Background: an optimization exercise with open tools, aiming at small area. Do not read the settings as production practice. The RTL was checked by simulation tests, not by an equivalence proof against the original design. Power figures rest on the tool's default switching activity, not on a simulated workload.

Setup of tundra:
==> flow/design.v (excerpt) <==
module digital_clock_lcd (
    input             clk,
    input             resetn,
    input             set_en,
    input      [11:0] set_year,
    input      [4:0]  set_month,
    input      [4:0]  set_day,
    input      [4:0]  set_hour,
    input      [5:0]  set_min,
    input      [5:0]  set_sec,
    output            lcd_e,
    output            lcd_rs,
    output            lcd_rw,
    output     [7:0]  lcd_data
);
Size in the first run: about 480 cells after synthesis, ~53 I/O pins.
clock: 12.0 ns
lec_check: 0
abc_area: 1
cap_margin: 20
core_margin: 2
core_utilization: 60
slew_margin: 20
standard.sh (not shown) runs the stock make flow with config.mk's settings and CLKGATE_MAP_FILE= SYNTH_SCRIPT=/design/flow/synth_recipe.tcl, a recipe that flattens the netlist after the stock synthesis.
==> flow/flow/run.sh <==
#!/bin/bash
# Own layout flow: the standard synthesis, then an area re-mapping of the
# combinational logic with ABC (registers untouched; several ABC scripts are
# tried and the smallest netlist is kept), then the standard ORFS layout with
# small port buffers and a small clock tree.
set -euo pipefail
W=$(pwd)
R=$W/orfs/results/${FLOW_PLATFORM}/digital_clock_lcd/base
LIB=$FLOW_HOME/platforms/${FLOW_PLATFORM}/lib/sky130_fd_sc_hd__tt_025C_1v80.lib
YOSYS=$(command -v yosys || echo $FLOW_HOME/../tools/install/yosys/bin/yosys)
SCRIPTS="S1 S2 S3 S4 S5 S6 S7 S8"

bash standard.sh synth > $W/log_synth.txt 2>&1
cp $R/1_2_yosys.v $W/synth_standard.v

area_of() {
  $YOSYS -p "read_liberty -lib $LIB; read_verilog $1; hierarchy -top $FLOW_TOP; tee -q -o $1.stat stat -liberty $LIB" > $1.log_area.txt 2>&1 || return 1
  grep "Chip area" $1.stat | awk '{print $NF}'
}

# Re-map the combinational logic of netlist $1 with each ABC script; outputs synth_<round>_<script>.v
remap() {
  local in=$1 rnd=$2
  for s in $SCRIPTS; do
    sed -e "s#@LIB@#$LIB#g" -e "s#@IN@#$in#g" -e "s#@OUT@#$W/synth_${rnd}_$s.v#g" \
        -e "s#@SCRIPT@#$W/flow/$s.abc#g" -e "s#@TOP@#$FLOW_TOP#g" $W/flow/reopt.ys > $W/reopt_${rnd}_$s.ys
  done
  export W YOSYS rnd
  printf '%s\n' $SCRIPTS | xargs -P ${NUM_CORES:-4} -I{} bash -c \
    'timeout 900 $YOSYS -s $W/reopt_${rnd}_{}.ys > $W/log_reopt_${rnd}_{}.txt 2>&1 || rm -f $W/synth_${rnd}_{}.v' || true
}

best=$W/synth_standard.v
besta=$(area_of $best)
echo "standard $besta" > $W/log_pick.txt
# two rounds: the second starts from the first round's smallest netlist
for rnd in 1 2; do
  remap $best $rnd
  for s in $SCRIPTS; do
    f=$W/synth_${rnd}_$s.v
    [[ -s $f ]] || { echo "$rnd $s failed" >> $W/log_pick.txt; continue; }
    a=$(area_of $f) || { echo "$rnd $s unreadable" >> $W/log_pick.txt; continue; }
    echo "$rnd $s $a" >> $W/log_pick.txt
    if awk -v a="$a" -v b="$besta" 'BEGIN{exit !(a < b)}'; then best=$f; besta=$a; fi
  done
done
echo "picked $best $besta" >> $W/log_pick.txt

cp $best $R/1_2_yosys.v
rm -f $R/1_synth.odb $R/1_synth.sdc

CTS_SMALL="-sink_clustering_enable -repair_clock_nets -dont_use_dummy_load -buf_list sky130_fd_sc_hd__clkbuf_4 -root_buf sky130_fd_sc_hd__clkbuf_4 -sink_clustering_buffer sky130_fd_sc_hd__clkbuf_4 -sink_clustering_size 10"
CTS_BIG="-sink_clustering_enable -repair_clock_nets -dont_use_dummy_load -buf_list sky130_fd_sc_hd__clkbuf_8 -root_buf sky130_fd_sc_hd__clkbuf_8 -sink_clustering_buffer sky130_fd_sc_hd__clkbuf_8 -sink_clustering_size 16"

bash standard.sh BUFFER_PORTS_ARGS="-buffer_cell sky130_fd_sc_hd__buf_1" CTS_ARGS="$CTS_SMALL" \
  finish > $W/log_layout.txt 2>&1

export R LIB
openroad -no_init -exit $W/flow/clkslew.tcl > $W/log_clkslew.txt 2>&1 || true
sl=$(awk '/MAXCLKSLEW/{print $2}' $W/log_clkslew.txt)
if [[ -z "$sl" ]] || awk -v s="$sl" 'BEGIN{exit !(s > 0.1225)}'; then
  echo "clock slew $sl: redoing CTS with larger buffers" >> $W/log_pick.txt
  rm -f $R/4_* $R/5_* $R/6_* $W/out/final.def
  bash standard.sh BUFFER_PORTS_ARGS="-buffer_cell sky130_fd_sc_hd__buf_1" CTS_ARGS="$CTS_BIG" \
    finish > $W/log_layout2.txt 2>&1
else
  echo "clock slew $sl: kept" >> $W/log_pick.txt
fi
==> flow/flow/S1.abc <==
strash
&get -n
&deepsyn -T 40 -S 1
&dch -f
&nf -R 1000 -a
&put
topo
dnsize
==> flow/flow/S2.abc <==
strash
&get -n
&deepsyn -T 40 -S 2
&dch -f
&nf -R 1000 -a
&put
topo
dnsize
==> flow/flow/S3.abc <==
strash
&get -n
&deepsyn -T 40 -S 3
&dch -f
&nf -R 1000 -a
&put
topo
dnsize
==> flow/flow/S4.abc <==
strash
&get -n
&deepsyn -T 40 -S 4
&dch -f
&nf -R 1000 -a
&put
topo
dnsize
==> flow/flow/S5.abc <==
strash
&get -n
&deepsyn -T 40 -S 5
&dch -f
&nf -R 1000 -a
&put
topo
dnsize
==> flow/flow/S6.abc <==
strash
&get -n
&deepsyn -T 40 -S 6
&dch -f
&nf -R 1000 -a
&put
topo
dnsize
==> flow/flow/S7.abc <==
strash
&get -n
&deepsyn -T 40 -S 7
&dch -f
&nf -R 1000 -a
&put
topo
dnsize
==> flow/flow/S8.abc <==
strash
&get -n
&deepsyn -T 40 -S 8
&dch -f
&nf -R 1000 -a
&put
topo
dnsize
==> flow/flow/clkslew.tcl <==
# Largest flip-flop clock-pin slew (ns) of the final layout, for run.sh's fallback.
read_db $::env(R)/6_final.odb
read_liberty $::env(LIB)
read_sdc $::env(R)/6_final.sdc
read_spef $::env(R)/6_final.spef
set mx 0
foreach p [get_pins -hierarchical */CLK] {
  foreach prop {slew_max_rise slew_max_fall} {
    set v [get_property $p $prop]
    if {$v > $mx} { set mx $v }
  }
}
puts "MAXCLKSLEW $mx"
Other scripts of this flow, unchanged in this note and not shown: flow/flow/reopt.ys
Inputs modified between tundra and cedar:
--- a/flow/flow/run.sh
+++ b/flow/flow/run.sh
@@ -11 +11 @@
-SCRIPTS="S1 S2 S3 S4 S5 S6 S7 S8"
+SCRIPTS="B D S1 S2 S3 S4 S5 S6"
@@ -17 +17 @@
-  $YOSYS -p "read_liberty -lib $LIB; read_verilog $1; hierarchy -top $FLOW_TOP; tee -q -o $1.stat stat -liberty $LIB" > $1.log_area.txt 2>&1 || return 1
+  $YOSYS -q -p "read_liberty -lib $LIB; read_verilog $1; hierarchy -top $FLOW_TOP; tee -q -o $1.stat stat -liberty $LIB" > /dev/null 2>&1 || return 1
@@ -21,11 +21,7 @@
-# Re-map the combinational logic of netlist $1 with each ABC script; outputs synth_<round>_<script>.v
-remap() {
-  local in=$1 rnd=$2
-  for s in $SCRIPTS; do
-    sed -e "s#@LIB@#$LIB#g" -e "s#@IN@#$in#g" -e "s#@OUT@#$W/synth_${rnd}_$s.v#g" \
-        -e "s#@SCRIPT@#$W/flow/$s.abc#g" -e "s#@TOP@#$FLOW_TOP#g" $W/flow/reopt.ys > $W/reopt_${rnd}_$s.ys
-  done
-  export W YOSYS rnd
-  printf '%s\n' $SCRIPTS | xargs -P ${NUM_CORES:-4} -I{} bash -c \
-    'timeout 900 $YOSYS -s $W/reopt_${rnd}_{}.ys > $W/log_reopt_${rnd}_{}.txt 2>&1 || rm -f $W/synth_${rnd}_{}.v' || true
-}
+for s in $SCRIPTS; do
+  sed -e "s#@LIB@#$LIB#g" -e "s#@IN@#$W/synth_standard.v#g" -e "s#@OUT@#$W/synth_$s.v#g" \
+      -e "s#@SCRIPT@#$W/flow/$s.abc#g" -e "s#@TOP@#$FLOW_TOP#g" $W/flow/reopt.ys > $W/reopt_$s.ys
+done
+export W YOSYS
+printf '%s\n' $SCRIPTS | xargs -P ${NUM_CORES:-4} -I{} bash -c \
+  'timeout 900 $YOSYS -s $W/reopt_{}.ys > $W/log_reopt_{}.txt 2>&1 || rm -f $W/synth_{}.v' || true
@@ -36,10 +32,6 @@
-# two rounds: the second starts from the first round's smallest netlist
-for rnd in 1 2; do
-  remap $best $rnd
-  for s in $SCRIPTS; do
-    f=$W/synth_${rnd}_$s.v
-    [[ -s $f ]] || { echo "$rnd $s failed" >> $W/log_pick.txt; continue; }
-    a=$(area_of $f) || { echo "$rnd $s unreadable" >> $W/log_pick.txt; continue; }
-    echo "$rnd $s $a" >> $W/log_pick.txt
-    if awk -v a="$a" -v b="$besta" 'BEGIN{exit !(a < b)}'; then best=$f; besta=$a; fi
-  done
+for s in $SCRIPTS; do
+  f=$W/synth_$s.v
+  [[ -s $f ]] || { echo "$s failed" >> $W/log_pick.txt; continue; }
+  a=$(area_of $f) || { echo "$s unreadable" >> $W/log_pick.txt; continue; }
+  echo "$s $a" >> $W/log_pick.txt
+  if awk -v a="$a" -v b="$besta" 'BEGIN{exit !(a < b)}'; then best=$f; besta=$a; fi
==> flow/flow/B.abc (new file) <==
strash
&get -n
&deepsyn -T 40
&nf -R 1000
&put
topo
dnsize
==> flow/flow/D.abc (new file) <==
strash
&get -n
&deepsyn -T 40
&dch -f
&nf -R 1000 -a
&put
topo
dnsize
removed: flow/flow/S7.abc
removed: flow/flow/S8.abc
### Flow results
Looking only at synthesized netlist net count, and setting everything else aside, the higher value of cedar and tundra goes to cedar. tundra has lower met2 demand-to-capacity share in global routing than cedar. Comparing cedar and tundra, core utilization of the finished layout is higher on cedar. Looking at transition time at the pin with the least slew margin, cedar sits 0.0054 ns lower than tundra does. The post-layout total power reported for cedar is greater than that of tundra by 7.2 uW. Between tundra and cedar, final area increased. tundra -> cedar: routed wire length increased by a few percent. In terms of data-path buffer share of cell area in the final layout, cedar and tundra differ only marginally.
[inputs] ember vs cedar
--- a/flow/flow/run.sh
+++ b/flow/flow/run.sh
@@ -44,4 +44,3 @@
-CTS_SMALL="-sink_clustering_enable -repair_clock_nets -dont_use_dummy_load -buf_list sky130_fd_sc_hd__clkbuf_4 -root_buf sky130_fd_sc_hd__clkbuf_4 -sink_clustering_buffer sky130_fd_sc_hd__clkbuf_4 -sink_clustering_size 10"
-CTS_BIG="-sink_clustering_enable -repair_clock_nets -dont_use_dummy_load -buf_list sky130_fd_sc_hd__clkbuf_8 -root_buf sky130_fd_sc_hd__clkbuf_8 -sink_clustering_buffer sky130_fd_sc_hd__clkbuf_8 -sink_clustering_size 16"
-
-bash standard.sh BUFFER_PORTS_ARGS="-buffer_cell sky130_fd_sc_hd__buf_1" CTS_ARGS="$CTS_SMALL" \
+bash standard.sh \
+  BUFFER_PORTS_ARGS="-buffer_cell sky130_fd_sc_hd__buf_1" \
+  CTS_ARGS="-sink_clustering_enable -repair_clock_nets -dont_use_dummy_load -buf_list sky130_fd_sc_hd__clkbuf_4 -root_buf sky130_fd_sc_hd__clkbuf_4 -sink_clustering_buffer sky130_fd_sc_hd__clkbuf_4 -sink_clustering_size 10" \
@@ -49,12 +47,0 @@
-
-export R LIB
-openroad -no_init -exit $W/flow/clkslew.tcl > $W/log_clkslew.txt 2>&1 || true
-sl=$(awk '/MAXCLKSLEW/{print $2}' $W/log_clkslew.txt)
-if [[ -z "$sl" ]] || awk -v s="$sl" 'BEGIN{exit !(s > 0.1225)}'; then
-  echo "clock slew $sl: redoing CTS with larger buffers" >> $W/log_pick.txt
-  rm -f $R/4_* $R/5_* $R/6_* $W/out/final.def
-  bash standard.sh BUFFER_PORTS_ARGS="-buffer_cell sky130_fd_sc_hd__buf_1" CTS_ARGS="$CTS_BIG" \
-    finish > $W/log_layout2.txt 2>&1
-else
-  echo "clock slew $sl: kept" >> $W/log_pick.txt
-fi
removed: flow/flow/clkslew.tcl
Notes after the runs:
Both conditions hold for ember: the flow ran to the end and the final layout passed the timing, DRC and antenna checks.
Comparing ember against cedar, there is no change at all in post-layout minimum cycle time.
Delta (ember minus cedar): area added between synthesis and finish neither gained nor lost much, final instance count without filler cells neither gained nor lost much, first-iteration DRC count neither gained nor lost much, cell area neither gained nor lost much, final critical-path share of the clock period neither gained nor lost much.
Diff cedar..ember | via total after detailed routing | unchanged
Static leakage power across ember and cedar: no real change.
ember and cedar ended up with roughly the same initial antenna violation count.
[inputs] nickel vs ember
# ember
export LEC_CHECK = 0
export ABC_AREA = 1
export CAP_MARGIN = 20
export CORE_MARGIN = 2
export CORE_UTILIZATION = 60
export SLEW_MARGIN = 20
create_clock -name core_clock -period 12.0 [get_ports {clk}]
# nickel
export LEC_CHECK = 0
export ABC_AREA = 1
export CAP_MARGIN = 20
export CORE_MARGIN = 2
export CORE_UTILIZATION = 40
export SLEW_MARGIN = 20
create_clock -name core_clock -period 12.0 [get_ports {clk}]
--- a/flow/flow/run.sh
+++ b/flow/flow/run.sh
@@ -11 +10,0 @@
-SCRIPTS="B D S1 S2 S3 S4 S5 S6"
@@ -21 +20 @@
-for s in $SCRIPTS; do
+for s in B D J N; do
@@ -23,0 +23 @@
+  ( timeout 900 $YOSYS -s $W/reopt_$s.ys > $W/log_reopt_$s.txt 2>&1 || rm -f $W/synth_$s.v ) &
@@ -25,3 +25 @@
-export W YOSYS
-printf '%s\n' $SCRIPTS | xargs -P ${NUM_CORES:-4} -I{} bash -c \
-  'timeout 900 $YOSYS -s $W/reopt_{}.ys > $W/log_reopt_{}.txt 2>&1 || rm -f $W/synth_{}.v' || true
+wait
@@ -32 +30 @@
-for s in $SCRIPTS; do
+for s in B D J N; do
@@ -46 +44 @@
-  CTS_ARGS="-sink_clustering_enable -repair_clock_nets -dont_use_dummy_load -buf_list sky130_fd_sc_hd__clkbuf_4 -root_buf sky130_fd_sc_hd__clkbuf_4 -sink_clustering_buffer sky130_fd_sc_hd__clkbuf_4 -sink_clustering_size 10" \
+  CTS_ARGS="-sink_clustering_enable -repair_clock_nets -dont_use_dummy_load -buf_list sky130_fd_sc_hd__clkbuf_4 -root_buf sky130_fd_sc_hd__clkbuf_4 -sink_clustering_buffer sky130_fd_sc_hd__clkbuf_4 -sink_clustering_size 8 -sink_clustering_max_diameter 60" \
==> flow/flow/J.abc (new file) <==
strash
&get -n
&deepsyn -T 40 -S 7
&dch -f
&nf -R 1000 -a
&put
topo
dnsize
==> flow/flow/N.abc (new file) <==
strash
&get -n
&deepsyn -T 40
&dch -f
&nf -R 1000 -a -p
&put
topo
dnsize
removed: flow/flow/S1.abc
removed: flow/flow/S2.abc
removed: flow/flow/S3.abc
removed: flow/flow/S4.abc
removed: flow/flow/S5.abc
removed: flow/flow/S6.abc
Findings:
- | pin count of the biggest net entering global routing | nickel vs ember | 1 higher |
- ember has a higher fraction of area in registers than nickel.
- nickel vs. ember: largest stage delay on the critical path went up, global-route usage went down, data arrival time of the critical path higher, final weighted congestion of routability-driven global placement has decreased.
- Relative to ember, wire length per cell decreased by 2.2% in nickel.
- nickel consumes more power than ember does.
- After detailed routing, ember needs less wire than nickel.
- Taking ember as the reference, in nickel count of TritonRoute iterations in the first routing pass picked up an extra 1; I/O pin count neither gained nor lost much.
diff inputs: nickel => garnet
--- a/flow/flow/run.sh
+++ b/flow/flow/run.sh
@@ -44 +44 @@
-  CTS_ARGS="-sink_clustering_enable -repair_clock_nets -dont_use_dummy_load -buf_list sky130_fd_sc_hd__clkbuf_4 -root_buf sky130_fd_sc_hd__clkbuf_4 -sink_clustering_buffer sky130_fd_sc_hd__clkbuf_4 -sink_clustering_size 8 -sink_clustering_max_diameter 60" \
+  CTS_ARGS="-sink_clustering_enable -repair_clock_nets -dont_use_dummy_load -buf_list sky130_fd_sc_hd__clkbuf_8 -root_buf sky130_fd_sc_hd__clkbuf_8 -sink_clustering_buffer sky130_fd_sc_hd__clkbuf_8 -sink_clustering_size 16" \
Results
Lower initial detailed-routing violation count goes to garnet over nickel. In the reports for garnet and nickel, the smaller cell area after layout belongs to nickel. Going from nickel to garnet, share of cell area taken by flip-flops and latches shrinks by 0.45 points. Between garnet and nickel, the final period utilization figures differ only marginally. Delta (garnet minus nickel): transition time at the pin with the least slew margin shows a reduction of 0.0033 ns, core occupancy in the finished layout saw an increase, power went up by 37 uW. nickel → garnet: number of vias after detailed routing has remained practically unchanged, worst vdd rail ir drop has increased, maximum clock rate has remained practically unchanged, clock network power has increased.
Setup changes, garnet to onyx
# garnet
export LEC_CHECK = 0
export ABC_AREA = 1
export CAP_MARGIN = 20
export CORE_MARGIN = 2
export CORE_UTILIZATION = 40
export SLEW_MARGIN = 20
create_clock -name core_clock -period 12.0 [get_ports {clk}]
# onyx
export LEC_CHECK = 0
export ABC_AREA = 1
export CAP_MARGIN = 20
export CORE_MARGIN = 2
export CORE_UTILIZATION = 60
export SLEW_MARGIN = 20
create_clock -name core_clock -period 12.0 [get_ports {clk}]
--- a/flow/flow/run.sh
+++ b/flow/flow/run.sh
@@ -44 +44 @@
-  CTS_ARGS="-sink_clustering_enable -repair_clock_nets -dont_use_dummy_load -buf_list sky130_fd_sc_hd__clkbuf_8 -root_buf sky130_fd_sc_hd__clkbuf_8 -sink_clustering_buffer sky130_fd_sc_hd__clkbuf_8 -sink_clustering_size 16" \
+  CTS_ARGS="-sink_clustering_enable -repair_clock_nets -dont_use_dummy_load -buf_list sky130_fd_sc_hd__clkbuf_4 -root_buf sky130_fd_sc_hd__clkbuf_4 -sink_clustering_buffer sky130_fd_sc_hd__clkbuf_4 -sink_clustering_size 10" \
### Flow results
Wire length ended up 5.3% lower on onyx than on garnet.
When the final numbers for onyx and garnet were put side by side, the least setup slack across all paths after layout turned out to be greater in onyx.
onyx: global-route usage 7.9 points above garnet
Delta(design area, onyx - garnet) < 0
In onyx, minimum setup slack after placement is higher than in garnet.
Summary of the comparison: first-iteration DRC count is higher in onyx, relative to garnet.

port drivers added, routing unchanged:
The flow's constraints put no driver on any port. The routed layouts listed below were extracted and timed again, unchanged, in two steps.
Step 1: set_driving_cell puts a clkbuf_16 on clk and a buf_2 on each other input, an assumption about the parent block.
Step 2 adds t to the input delays and takes it off the output delays; t is the mean of the earliest and latest rising clock arrival at the registers after step 1. Input paths then give back, and output paths get back, about the clock's delay inside the block.
Slacks: ideal / step 1 / step 2; pairs: ideal / step 1.
run | shift t [ns] | setup WS [ns] | hold slack, ns | worst setup path after step 2 | clock arrival spread, ns
tundra | 0.432 | 4.900 / 4.900 / 4.900 | 0.476 / 0.476 / 0.476 | register to register | 0.019 / 0.018
cedar | 0.430 | 5.528 / 5.528 / 5.528 | 0.484 / 0.484 / 0.484 | register to register | 0.047 / 0.047
ember | 0.430 | 5.528 / 5.528 / 5.528 | 0.484 / 0.484 / 0.484 | register to register | 0.047 / 0.047
nickel | 0.426 | 3.990 / 3.990 / 3.990 | 0.500 / 0.500 / 0.500 | register to register | 0.036 / 0.037
garnet | 0.370 | 3.979 / 3.979 / 3.979 | 0.490 / 0.490 / 0.490 | register to register | 0.019 / 0.019
onyx | 0.429 | 4.036 / 4.036 / 4.036 | 0.492 / 0.492 / 0.492 | register to register | 0.035 / 0.035
After both steps setup and hold are still met in every run listed.
